Background: an optimization exercise with open tools, aiming at small area. Do not read the settings as production practice. Where RTL was checked, it was by simulation tests only, not by an equivalence proof against the original. Power is estimated from default activity; no workload was simulated.

==> trial 29: inputs <==
==> flow/design.v <==
`timescale 1ns / 1ps
module top_FIFO(Read_Data, Write_Data, Full, Empty, Half_Empty, Clock, Reset, WE, RE, EN);
parameter M = 32;
parameter N = 16;
localparam A = $clog2(M);
output logic [N-1:0] Read_Data;
output logic Full, Empty, Half_Empty;
input [N-1:0] Write_Data;
input Clock, Reset, WE, RE, EN;
logic [A:0] Count;                
logic [N-1:0] Memory [M-1:0];     
logic [N-1:0] Next [M-1:0];
logic Write, Read, Keep, Hold;
logic [M-1:0] Sel;                
logic [N-1:0] Part_n [10:0];
logic [N-1:0] Or_Part [2:0];
logic [N-1:0] Read_Next;
assign Full = Count[A];
assign Empty = (Count == 0);
assign Half_Empty = (Count <= (M/2));
assign Write = !EN && !Reset && WE && !Full;
assign Read  = !EN && !Reset && !(WE && !Full) && RE && !Empty;
assign Keep  = !Write;
assign Hold  = EN || (!Reset && !Read);    
genvar g, b;
generate
  for (g = 0; g < M; g++)
  begin : row
    for (b = 0; b < N; b++)
    begin : col
      if (g == 0)
        fifo_hold h (.q(Memory[g][b]), .k(Keep), .qp(Write_Data[b]), .s(Write), .d(Next[g][b]));
      else
        fifo_hold h (.q(Memory[g][b]), .k(Keep), .qp(Memory[g-1][b]), .s(Write), .d(Next[g][b]));
    end
  end
endgenerate
always @(posedge Clock)
  for (int i = 0; i < M; i++) Memory[i] <= Next[i];
fifo_decode dec (.rd(Read), .count(Count), .sel(Sel));
generate
  for (b = 0; b < N; b++)
  begin : rd
    for (g = 0; g < 11; g++)
    begin : grp
      if (g < 10)
        fifo_ao222_n a (.a1(Sel[3*g]), .b1(Memory[3*g][b]),
                        .a2(Sel[3*g+1]), .b2(Memory[3*g+1][b]),
                        .a3(Sel[3*g+2]), .b3(Memory[3*g+2][b]), .y_n(Part_n[g][b]));
      else
        fifo_ao222_n a (.a1(Sel[30]), .b1(Memory[30][b]),
                        .a2(Sel[31]), .b2(Memory[31][b]),
                        .a3(Hold), .b3(Read_Data[b]), .y_n(Part_n[g][b]));
    end
    fifo_nand4 n0 (.a(Part_n[0][b]), .b(Part_n[1][b]), .c(Part_n[2][b]), .d(Part_n[3][b]), .y(Or_Part[0][b]));
    fifo_nand4 n1 (.a(Part_n[4][b]), .b(Part_n[5][b]), .c(Part_n[6][b]), .d(Part_n[7][b]), .y(Or_Part[1][b]));
    fifo_nand3 n2 (.a(Part_n[8][b]), .b(Part_n[9][b]), .c(Part_n[10][b]), .y(Or_Part[2][b]));
    fifo_or3 o (.a(Or_Part[0][b]), .b(Or_Part[1][b]), .c(Or_Part[2][b]), .y(Read_Next[b]));
  end
endgenerate
always @(posedge Clock)
  Read_Data <= Read_Next;
always @(posedge Clock)
begin
  if (!EN)
  begin
    if (Reset)
      Count <= 0;
    else if (Write)
      Count <= Count + 1;
    else if (Read)
      Count <= Count - 1;
  end
end
endmodule
module fifo_hold(input q, input k, input qp, input s, output d);
assign d = (q & k) | (qp & s);
endmodule
module fifo_ao222_n(input a1, input b1, input a2, input b2, input a3, input b3, output y_n);
assign y_n = !((a1 & b1) | (a2 & b2) | (a3 & b3));
endmodule
module fifo_nand4(input a, input b, input c, input d, output y);
assign y = !(a & b & c & d);
endmodule
module fifo_nand3(input a, input b, input c, output y);
assign y = !(a & b & c);
endmodule
module fifo_or3(input a, input b, input c, output y);
assign y = a | b | c;
endmodule
module fifo_decode(input rd, input [5:0] count, output logic [31:0] sel);
logic [3:0] lo_n;    
logic [7:0] hi_n;    
always_comb
begin
  for (int j = 0; j < 4; j++) lo_n[j] = (count[1:0] != j);
  for (int k = 0; k < 8; k++) hi_n[k] = !(rd && count[4:2] == k);
end
genvar v;
generate
  for (v = 1; v < 32; v++)
  begin : line
    fifo_nor2 n (.a(hi_n[v / 4]), .b(lo_n[v % 4]), .y(sel[v-1]));
  end
endgenerate
assign sel[31] = rd && count[5];
endmodule
module fifo_nor2(input a, input b, output y);
assign y = !(a | b);
endmodule
==> flow/flow/run.sh <==
#!/bin/bash
# Layout flow: the standard ORFS flow, with the port buffers and the
# clock tree built from smaller cells and no CTS dummy loads.
export BUFFER_PORTS_ARGS="-buffer_cell sky130_fd_sc_hd__buf_1"
export CTS_ARGS="-sink_clustering_enable -repair_clock_nets -sink_clustering_size 18 -sink_clustering_max_diameter 70 -buf_list sky130_fd_sc_hd__clkbuf_8 -dont_use_dummy_load"
bash standard.sh > standard.log 2>&1
==> flow/standard.sh <==
#!/bin/bash
# synth_recipe.tcl (not shown) runs the flow's synth.tcl, then flattens the netlist and writes it again
# the make line also repeats each setting of config.mk as NAME=value (left out here)
make -C /OpenROAD-flow-scripts/flow DESIGN_CONFIG=/design/flow/config.mk WORK_HOME=/design/flow/orfs CLKGATE_MAP_FILE= SYNTH_SCRIPT=/design/flow/synth_recipe.tcl "${@:-finish}"
==> flow/config.mk <==
export PLATFORM = sky130hd
export DESIGN_NAME = top_FIFO
export DESIGN_NICKNAME = top_FIFO
export VERILOG_FILES = /design/flow/design.v
export SDC_FILE = /design/flow/constraint.sdc
export NUM_CORES = 4
export LEC_CHECK = 0
export CAP_MARGIN = 20
export CORE_MARGIN = 2
export CORE_UTILIZATION = 40
export CTS_BUF_LIST = sky130_fd_sc_hd__clkbuf_8
export CTS_CLUSTER_DIAMETER = 40
export CTS_CLUSTER_SIZE = 16
export SLEW_MARGIN = 20
export SYNTH_HIERARCHICAL = 1
export SYNTH_MINIMUM_KEEP_SIZE = 0
==> flow/constraint.sdc <==
create_clock -name core_clock -period 6.0 [get_ports {Clock}]
set_input_delay 1.2000 -clock core_clock [delete_from_list [all_inputs] [get_ports {Clock}]]
set_output_delay 1.2000 -clock core_clock [all_outputs]
set_load 0.01 [all_outputs]
==> trial 19: changes against trial 29 <==
--- a/flow/design.v
+++ b/flow/design.v
@@ -10,7 +10,8 @@
 logic [A:0] Count;                
 logic [N-1:0] Memory [M-1:0];     
 logic [N-1:0] Next [M-1:0];
-logic Write, Read, Keep, Hold;
+logic Write, Read, Keep, Hold, Up, Count_En;
+logic [A:0] Count_Next;
 logic [M-1:0] Sel;                
 logic [N-1:0] Part_n [10:0];
 logic [N-1:0] Or_Part [2:0];
@@ -60,18 +61,11 @@
 endgenerate
 always @(posedge Clock)
   Read_Data <= Read_Next;
+assign Up = WE && !Full;
+assign Count_En = !EN && (Reset || Up || (RE && !Empty));
+fifo_count_next cn (.count(Count), .up(Up), .clear(Reset), .next(Count_Next));
 always @(posedge Clock)
-begin
-  if (!EN)
-  begin
-    if (Reset)
-      Count <= 0;
-    else if (Write)
-      Count <= Count + 1;
-    else if (Read)
-      Count <= Count - 1;
-  end
-end
+  if (Count_En) Count <= Count_Next;
 endmodule
 module fifo_hold(input q, input k, input qp, input s, output d);
 assign d = (q & k) | (qp & s);
@@ -89,22 +83,48 @@
 assign y = a | b | c;
 endmodule
 module fifo_decode(input rd, input [5:0] count, output logic [31:0] sel);
-logic [3:0] lo_n;    
-logic [7:0] hi_n;    
+logic [3:0] lo;      
+logic [7:0] hi;      
 always_comb
 begin
-  for (int j = 0; j < 4; j++) lo_n[j] = (count[1:0] != j);
-  for (int k = 0; k < 8; k++) hi_n[k] = !(rd && count[4:2] == k);
+  for (int j = 0; j < 4; j++) lo[j] = (count[1:0] == j);
+  for (int k = 0; k < 8; k++) hi[k] = rd && count[4:2] == k;
 end
 genvar v;
 generate
   for (v = 1; v < 32; v++)
   begin : line
-    fifo_nor2 n (.a(hi_n[v / 4]), .b(lo_n[v % 4]), .y(sel[v-1]));
+    fifo_and2 n (.a(hi[v / 4]), .b(lo[v % 4]), .y(sel[v-1]));
   end
 endgenerate
 assign sel[31] = rd && count[5];
 endmodule
+module fifo_and2(input a, input b, output y);
+assign y = a & b;
+endmodule
+module fifo_count_next(input [5:0] count, input up, input clear, output [5:0] next);
+wire [4:0] same;      
+wire [5:0] toggle;
+wire [5:1] kept;      
+genvar i;
+assign toggle[0] = 1'b1;
+fifo_nor2 n0 (.a(clear), .b(count[0]), .y(next[0]));
+generate
+  for (i = 0; i < 5; i++)
+  begin : slice
+    fifo_xnor2 s (.a(count[i]), .b(up), .y(same[i]));
+    if (i == 0)
+      assign toggle[1] = same[0];
+    else
+      fifo_and2 t (.a(toggle[i]), .b(same[i]), .y(toggle[i+1]));
+    fifo_xnor2 k (.a(count[i+1]), .b(toggle[i+1]), .y(kept[i+1]));
+    fifo_nor2 n (.a(clear), .b(kept[i+1]), .y(next[i+1]));
+  end
+endgenerate
+endmodule
+module fifo_xnor2(input a, input b, output y);
+assign y = !(a ^ b);
+endmodule
 module fifo_nor2(input a, input b, output y);
 assign y = !(a | b);
 endmodule
==> flow/flow/run.sh (replaced) <==
#!/bin/bash
# Layout flow: the standard ORFS flow (standard.sh, unchanged synthesis),
# with small port buffers, a clock tree of clkbuf_8 leaf buffers driving up to
# 18 flip-flops each, and no CTS dummy loads. make's output goes to standard.log;
# each ORFS step's own log is under orfs/logs/.
export BUFFER_PORTS_ARGS="-buffer_cell sky130_fd_sc_hd__buf_1"
export CTS_ARGS="-sink_clustering_enable -repair_clock_nets -sink_clustering_size 18 -sink_clustering_max_diameter 70 -buf_list sky130_fd_sc_hd__clkbuf_8 -dont_use_dummy_load"
bash standard.sh > standard.log 2>&1
==> flow/config.mk (replaced) <==
export PLATFORM = sky130hd
export DESIGN_NAME = top_FIFO
export DESIGN_NICKNAME = top_FIFO
export VERILOG_FILES = /design/flow/design.v
export SDC_FILE = /design/flow/constraint.sdc
export NUM_CORES = 4
export LEC_CHECK = 0
export CAP_MARGIN = 0
export CORE_MARGIN = 2
export CORE_UTILIZATION = 40
export SLEW_MARGIN = 0
export SYNTH_HIERARCHICAL = 1
export SYNTH_MINIMUM_KEEP_SIZE = 0
==> build 67: changes against trial 29 <==
--- a/flow/design.v
+++ b/flow/design.v
@@ -37,7 +37,8 @@
 endgenerate
 always @(posedge Clock)
   for (int i = 0; i < M; i++) Memory[i] <= Next[i];
-fifo_decode dec (.rd(Read), .count(Count), .sel(Sel));
+always_comb
+  for (int i = 0; i < M; i++) Sel[i] = Read && (Count == i + 1);
 generate
   for (b = 0; b < N; b++)
   begin : rd
@@ -88,23 +89,3 @@
 module fifo_or3(input a, input b, input c, output y);
 assign y = a | b | c;
 endmodule
-module fifo_decode(input rd, input [5:0] count, output logic [31:0] sel);
-logic [3:0] lo_n;    
-logic [7:0] hi_n;    
-always_comb
-begin
-  for (int j = 0; j < 4; j++) lo_n[j] = (count[1:0] != j);
-  for (int k = 0; k < 8; k++) hi_n[k] = !(rd && count[4:2] == k);
-end
-genvar v;
-generate
-  for (v = 1; v < 32; v++)
-  begin : line
-    fifo_nor2 n (.a(hi_n[v / 4]), .b(lo_n[v % 4]), .y(sel[v-1]));
-  end
-endgenerate
-assign sel[31] = rd && count[5];
-endmodule
-module fifo_nor2(input a, input b, output y);
-assign y = !(a | b);
-endmodule
==> flow/run.sh (new file) <==
#!/bin/bash
# synth_recipe.tcl (not shown) runs the flow's synth.tcl, then flattens the netlist and writes it again
# the make line also repeats each setting of config.mk as NAME=value (left out here)
make -C /OpenROAD-flow-scripts/flow DESIGN_CONFIG=/design/flow/config.mk WORK_HOME=/design/flow/orfs CLKGATE_MAP_FILE= SYNTH_SCRIPT=/design/flow/synth_recipe.tcl finish
--- a/flow/config.mk
+++ b/flow/config.mk
@@ -8,9 +8,9 @@
 export CAP_MARGIN = 20
 export CORE_MARGIN = 2
 export CORE_UTILIZATION = 40
-export CTS_BUF_LIST = sky130_fd_sc_hd__clkbuf_8
-export CTS_CLUSTER_DIAMETER = 40
-export CTS_CLUSTER_SIZE = 16
+export CTS_BUF_LIST = sky130_fd_sc_hd__clkbuf_4
+export CTS_CLUSTER_DIAMETER = 30
+export CTS_CLUSTER_SIZE = 10
 export SLEW_MARGIN = 20
 export SYNTH_HIERARCHICAL = 1
 export SYNTH_MINIMUM_KEEP_SIZE = 0
removed: flow/flow/run.sh
removed: flow/standard.sh
==> comparison <==
Via count, lowest first: trial 29, trial 19, build 67. Sequential share of layout area: trial 19 > trial 29 > build 67. In build 67 the synthesized area is higher than in trial 19, by about 0.46%. Of trial 19 and build 67, build 67 has the higher cell count (gap 7.4%, measured against build 67). Core utilization, highest first: build 67, trial 29, trial 19. Routed wire length: trial 29 is smaller than build 67 (about 10%). The lowest combinational power belongs to build 67, the highest to trial 29.
No functional check of the RTL was part of build 67.

port drivers added, routing unchanged:
The flow's constraints put no driver on any port. The routed layouts listed below were extracted and timed again, unchanged, in two steps.
Step 1 assumes that a clkbuf_16 drives the clock port and a buf_2 every other input.
Step 2, shift: input delay + t, output delay - t, t = (earliest + latest rising clock arrival at the registers) / 2. This alone moves slack from input paths to output paths.
Three values: ideal, step 1, step 2; two values: the first two.
| run | t (ns) | slack for setup (ns) | worst setup path after step 2 |
|---|---|---|---|
| trial 29 | 0.623 | 2.571 / 2.597 / 1.974 | input to register |
| trial 19 | 0.642 | 2.121 / 2.121 / 1.585 | input to register |
| build 67 | 0.856 | 1.700 / 1.649 / 1.510 | input to register |
After both steps setup and hold are still met in every run listed. The setup slack of trial 29, which loses most, moves by +0.026 ns with the drivers and by -0.597 ns with both steps.
